Context: an optimization exercise on an open-source flow, tuned for small area, a short achievable clock period and few clock cycles. The choices shown serve that exercise and are no tape-out recipe.
Function was checked by simulation only, so behaviour that the tests miss may differ from the original.
Power and IR drop assume default switching activity.

<file path="flow/constraint.sdc">
create_clock -name core_clock -period 4.0 [get_ports {clk}]
set_input_delay 0.8000 -clock core_clock [delete_from_list [all_inputs] [get_ports {clk}]]
set_output_delay 0.8000 -clock core_clock [all_outputs]
set_load 0.01 [all_outputs]
</file>
<file path="flow/config.mk">
export PLATFORM = sky130hd
export DESIGN_NAME = divider
export DESIGN_NICKNAME = divider
export VERILOG_FILES = /design/flow/design.v
export SDC_FILE = /design/flow/constraint.sdc
export NUM_CORES = 4
export LEC_CHECK = 0
export CAP_MARGIN = 20
export CORE_MARGIN = 2
export CORE_UTILIZATION = 40
export SETUP_SLACK_MARGIN = 1.2
export SLEW_MARGIN = 20
export SYNTH_HIERARCHICAL = 1
</file>
<file path="flow/run.sh">
#!/bin/bash
# synth_recipe.tcl (not shown) runs the flow's synth.tcl, then flattens the netlist and writes it again
# the make line also repeats each setting of config.mk as NAME=value (left out here)
make -C /OpenROAD-flow-scripts/flow DESIGN_CONFIG=/design/flow/config.mk WORK_HOME=/design/flow/orfs CLKGATE_MAP_FILE= SYNTH_SCRIPT=/design/flow/synth_recipe.tcl finish
</file>
<file path="flow/design.v">
module divider (
  input clk, rst_n,
  input start,
  input [31:0] div, dsr,
  output [31:0] q, r,
  output err,
  output done
);
  wire idle, align, iter, last, ge, skip;
  datapath dp (
    .clk(clk),
    .div(div), .dsr(dsr),
    .idle(idle), .align(align), .iter(iter),
    .q(q), .r(r), .err(err),
    .ge(ge), .last(last), .skip(skip)
  );
  controller ct (
    .clk(clk), .rst_n(rst_n), .start(start),
    .skip(skip), .last(last),
    .idle(idle), .align(align), .iter(iter), .done(done)
  );
endmodule
module controller (
  input      clk, rst_n,
  input      start,
  input      skip, last,
  output     idle,
  output reg align, iter, done
);
  assign idle = !(align || iter || done);
  always @( posedge clk )
    if( !rst_n ) begin
      align <= 1'b0;
      iter  <= 1'b0;
      done  <= 1'b0;
    end
    else begin
      align <= idle && start;
      iter  <= (align && !skip) || (iter && !last);
      done  <= (align && skip) || (iter && last);
    end
endmodule
module datapath (
  input             clk,
  input      [31:0] div, dsr,
  input             idle, align, iter,
  output reg [31:0] q, r,
  output reg        err,
  output            ge, last, skip
);
  reg [31:0] d;       
  reg  [4:0] k;       
  reg  [4:0] m;       
  function [4:0] msb;
    input [31:0] x;
    reg   [31:0] t, oh;
    integer i, b;
    begin
      t = x;
      for( i = 1; i < 32; i = i * 2 )
        t = t | ( t >> i );
      oh = t & ~( t >> 1 );
      for( b = 0; b < 5; b = b + 1 ) begin
        msb[b] = 1'b0;
        for( i = 0; i < 32; i = i + 1 )
          if( i & ( 1 << b ) )
            msb[b] = msb[b] | oh[i];
      end
    end
  endfunction
  wire dsr_zero = ( dsr == 32'd0 );
  wire [5:0] kd = {1'b0, k} - {1'b0, m};
  assign skip = err || kd[5];
  wire [31:0] g0 = {r[31:1] & ~d[31:1], r[0] | ~d[0]};
  wire [31:0] p0 = {r[31:1] | ~d[31:1], 1'b0};
  wire [31:0] gl [0:5];    
  wire [31:0] pl [0:5];
  assign gl[0] = g0;
  assign pl[0] = p0;
  genvar lv, bi;
  generate
    for( lv = 0; lv < 5; lv = lv + 1 ) begin : ks
      for( bi = 0; bi < 32; bi = bi + 1 ) begin : bt
        if( bi >= (1 << lv) ) begin : comb
          if( lv % 2 == 0 ) begin : pn
            ks_pn c ( .gh(gl[lv][bi]), .ph(pl[lv][bi]),
                      .gl(gl[lv][bi - (1 << lv)]), .pl(pl[lv][bi - (1 << lv)]),
                      .g(gl[lv+1][bi]), .p(pl[lv+1][bi]) );
          end
          else begin : np
            ks_np c ( .gh(gl[lv][bi]), .ph(pl[lv][bi]),
                      .gl(gl[lv][bi - (1 << lv)]), .pl(pl[lv][bi - (1 << lv)]),
                      .g(gl[lv+1][bi]), .p(pl[lv+1][bi]) );
          end
        end
        else begin : pass
          assign gl[lv+1][bi] = !gl[lv][bi];
          assign pl[lv+1][bi] = !pl[lv][bi];
        end
      end
    end
  endgenerate
  wire [32:0] cy = {~gl[5], 1'b1};
  wire [31:0] diff = ~( r ^ d ) ^ cy[31:0];
  assign ge = cy[32];
  assign last = ( k == m );
  always @( posedge clk ) begin
    if( idle ) begin
      r   <= dsr_zero ? 32'd0 : div;
      d   <= dsr;
      k   <= msb(div);
      m   <= msb(dsr);
      q   <= 32'd0;
      err <= dsr_zero;
    end
    else if( align ) begin
      d   <= d << kd[4:0];
    end
    else if( iter ) begin
      if( ge )
        r <= diff;
      q <= {q[30:0], ge};
      d <= d >> 1;
      k <= k - 5'd1;
    end
  end
endmodule
module ks_pn (
  input  gh, ph, gl, pl,
  output g, p
);
  assign g = !( gh || ( ph && gl ) );
  assign p = !( ph && pl );
endmodule
module ks_np (
  input  gh, ph, gl, pl,
  output g, p
);
  assign g = !( gh && ( ph || gl ) );
  assign p = !( ph || pl );
endmodule
</file>
==> notes.md <==
state kept, by name (all words and copies together) (netlist names):
name,cells
dp.d,32
ct.align,1
dp.m,5
dp.q,32
dp.k,5
dp.err,1
ct.done,1
dp.r,32
ct.iter,1
path summary, 6_finish.rpt:
kind	start	endpoint	depth (start not counted)
min reg2reg	dp.q[31]	dp.q[31]	2
min	dp.q[31]	dp.q[31]	2
max reg2reg	dp.k[0]	dp.d[29]	10
max	dp.k[0]	dp.d[29]	10
timing repair:
item / 4_1_cts / 5_1_grt
setup buffers: 11 / 11
gates resized for setup: 33 / 41
pin swaps: 10 / 13
cloned: 2 / 0
setup endpoints to repair: 93 / 92
power breakdown:
part | switching, mW | internal [mW]
registers | 0.455 | 1.67
logic | 4.68 | 3.24
clock network | 0.479 | 0.438
per-layer routing:
metal / track usage (%) / up-vias / part of all wire, %
li1: - / 4415 / -
met1: 35.5 / 4378 / 42
met4: 15.8 / 0 / 6.1
met3: 6.41 / 82 / 8.0
met2: 42.7 / 428 / 44
met5: 0 / - / 0
area by class of cell:
| type | count | area share, % |
|---|---|---|
| inverter | 121 | 3.63 |
| sequential | 110 | 23.6 |
| timing repair buffer | 180 | 14.8 |
| clock buffer | 10 | 1.83 |
| tap | 324 | 3.24 |
| clock inverter | 6 | 0.410 |
| multi-input combinational | 875 | 52.5 |
stage by stage:
| step | hold WS [ns] | utilization [%] | worst slack [ns] | total power, mW |
|---|---|---|---|---|
| 3_3_place_gp | 0.445 | 47.8 | 0.566 | 9.27 |
| 6_report | 0.463 | 51.3 | 1.18 | 11.0 |
| 5_1_grt | 0.490 | 51.3 | 1.10 | 11.6 |
| 3_5_place_dp | 0.455 | 47.8 | 0.524 | 9.30 |
| 4_1_cts | 0.466 | 50.2 | 1.17 | 10.5 |
| 2_1_floorplan | 0.481 | - | 1.29 | 7.09 |
placed cells by master (no fill, tap or decap), types with 12 or more instances in the layout:
cell                              instances
sky130_fd_sc_hd__a21oi_1                 79
sky130_fd_sc_hd__a21oi_2                 75
sky130_fd_sc_hd__a22o_1                  31
sky130_fd_sc_hd__buf_4                   33
sky130_fd_sc_hd__clkdlybuf4s50_1        126
sky130_fd_sc_hd__dfxtp_1                 35
sky130_fd_sc_hd__edfxtp_1                75
sky130_fd_sc_hd__ha_1                    66
sky130_fd_sc_hd__inv_1                  118
sky130_fd_sc_hd__mux2_2                  23
sky130_fd_sc_hd__mux2i_1                 50
sky130_fd_sc_hd__mux2i_2                 14
sky130_fd_sc_hd__nand2_1                143
sky130_fd_sc_hd__nand3_1                 12
sky130_fd_sc_hd__nor2_1                  81
sky130_fd_sc_hd__nor3_1                  40
sky130_fd_sc_hd__o21ai_0                 25
sky130_fd_sc_hd__o21ai_2                 54
sky130_fd_sc_hd__xnor2_1                 23
sky130_fd_sc_hd__xor2_1                  12
tightest hold or removal path, stage by stage (launching register included):
cell	delay, ns
sky130_fd_sc_hd__dfxtp_1	0.31
sky130_fd_sc_hd__nand2_1	0.05
sky130_fd_sc_hd__a21oi_1	0.05
==> notes.md <==
STA classifies the critical path endpoint as a register. The H-tree was split into 3 levels. At the end of the flow, the number of nets in the layout was 1434. The run gives 0 as the aggregate global routing overflow. The congestion estimate from routability-driven global placement came to 0.970. The flow ran to the end and the layout has no timing, DRC or antenna violations.

During synthesis, Yosys emitted a total of 8 warnings. In this run, the number of DRC markers left after iteration 0 of detailed routing was 798. The CTS sink count was 110. For the area of the core, the log shows 0.0244 mm². Entering global routing, the biggest net connects 71 pins. The type of the most critical hold path is reg -> reg. The number of instances in the synthesized netlist came out at 1155. The total power divided by cell area was 876 mW/mm². The total global routing track utilization was 27.7%. The pre-antenna-repair detailed-routing pass consisted of 6 iterations. The tools report the hold violation total from the final report as 0.

The root buffer cell chosen for the clock tree is sky130_fd_sc_hd__clkbuf_16. IR analysis of the VDD net gives a maximum drop of 0.331 mV. Sum of buffers and inverters on the critical path: 3. Summing all non-filler instances in the final layout gives an area of 0.0125 mm². Relative to the synthesized area, the layout overhead comes to 25.6%. The cell that appears most often on the critical path is sky130_fd_sc_hd__inv_2.

The cell area that synthesis handed to floorplanning was 0.00997 mm². The HPWL after detailed placement is 28.4 mm. Clock tree synthesis inserted a total of 9 buffers. The initial core utilization came out at 40.9%. The tool flagged a number of max-cap violations equal to 0. Averaged over all synthesized cells, the footprint is 8.63 µm². In the final layout, the multi-input gates occupy 0.00658 mm². The wire length of the first global-routing pass came out at 54.7 mm. Average wire per cell in the routed design: 22.4 µm.

On the critical path, the stage with the largest delay is an instance of sky130_fd_sc_hd__fa_2. The die covers 0.0262 mm². The element type at the critical path start was a register. In this run the static leakage power is 4.86 nW. The logs give 133 for the top-level port count and 0.0133 ns for the setup clock skew after layout. The worst setup path is of the reg -> reg kind. Using the TritonRoute via totals, the vias-per-cell ratio works out to 5.72. The final number of max-transition violations came out at 0. On the worst path, the slowest cell contributes a delay of 0.55 ns. The final instance count without filler cells was 1626; the placed cell area was 0.0117 mm². For the final routed database, the setup TNS stands at 0 ns.

The layout has 2321 filler cells. The count of hold-fix buffers inserted at cts is 0, and the fraction of final layout cells with drive strength greater than 1 is 21.5%. Transition at the pin with the smallest max-transition slack: 0.734 ns.

The number of global-route vias before repair is 9030. The run gives 0.37 ns as the clock latency on the worst-skew pair. Wires add up to 36.5 mm.

The number of antenna diodes in the final layout is 0. Setup violations remaining at the end of the flow were counted as 0. The tools report the required time at the worst-slack endpoint as 4.09 ns. The clock-pin slew of the registers on the worst-case setup and hold paths works out to 0.08 ns.

For flop-to-flop paths, the worst setup slack is 1.18 ns. The number of antenna violations at the first check in global routing was 0; the largest driver fanout on the critical path was 6. The die is 162 µm wide.

Among cell families on the critical path, the largest total delay comes from adder cells. The height of the die came out at 162 µm. TritonCTS built the clock tree. The synthesized net count was 1292; the final critical path time including I/O delays and setup was 2.82 ns.

The period utilization was 70.6%; the number of routed nets with antenna violations was 0. In the final layout, flip-flops and latches occupy 0.00295 mm². Setup repair after global routing could not meet its margin everywhere. The detailed-route via count is 9303. In this run the tool buffered the top-level ports with 132 buffer cells.

After detailed routing, the number of remaining DRC violations is 0. Based on the critical path, the design can be clocked at up to 354 MHz. Data arrives at the worst endpoint at 2.92 ns.

Including well taps, the total number of placed cells is 1585. The worst pin sits at a relative slew slack of 51.1%. The maximum clock path buffer count was 2. Traced cell by cell, the critical path runs through inv_2 -> ha_4 -> inv_2 -> fa_2 -> buf_12 -> mux4_2 -> and2_4 -> a31o_4 -> mux2i_1 -> o221ai_1. The tools report the placement row count as 57.
Testbench counts, summed over its fixed seeds: cycles 12,149.

-- port drivers added, routing unchanged --
How much do the figures lean on ideal ports? The routed layout below was timed once more, with nothing changed but the port constraints.
Step 1: set_driving_cell puts a clkbuf_16 on clk and a buf_2 on each other input, an assumption about the parent block.
Step 2 adds t to the input delays and takes it off the output delays; t is the mean of the earliest and latest rising clock arrival at the registers after step 1. Input paths then give back, and output paths get back, about the clock's delay inside the block.
Slacks: ideal ports / drivers / drivers and shift; pairs: ideal ports / drivers.
shift t [ns]: 0.407
setup slack, ns: 1.176 / 1.176 / 0.850
worst setup path at the end: input to register
After both steps setup and hold are still met in this run. The setup slack of this run moves by 0.000 ns with the drivers and by -0.326 ns with both steps.
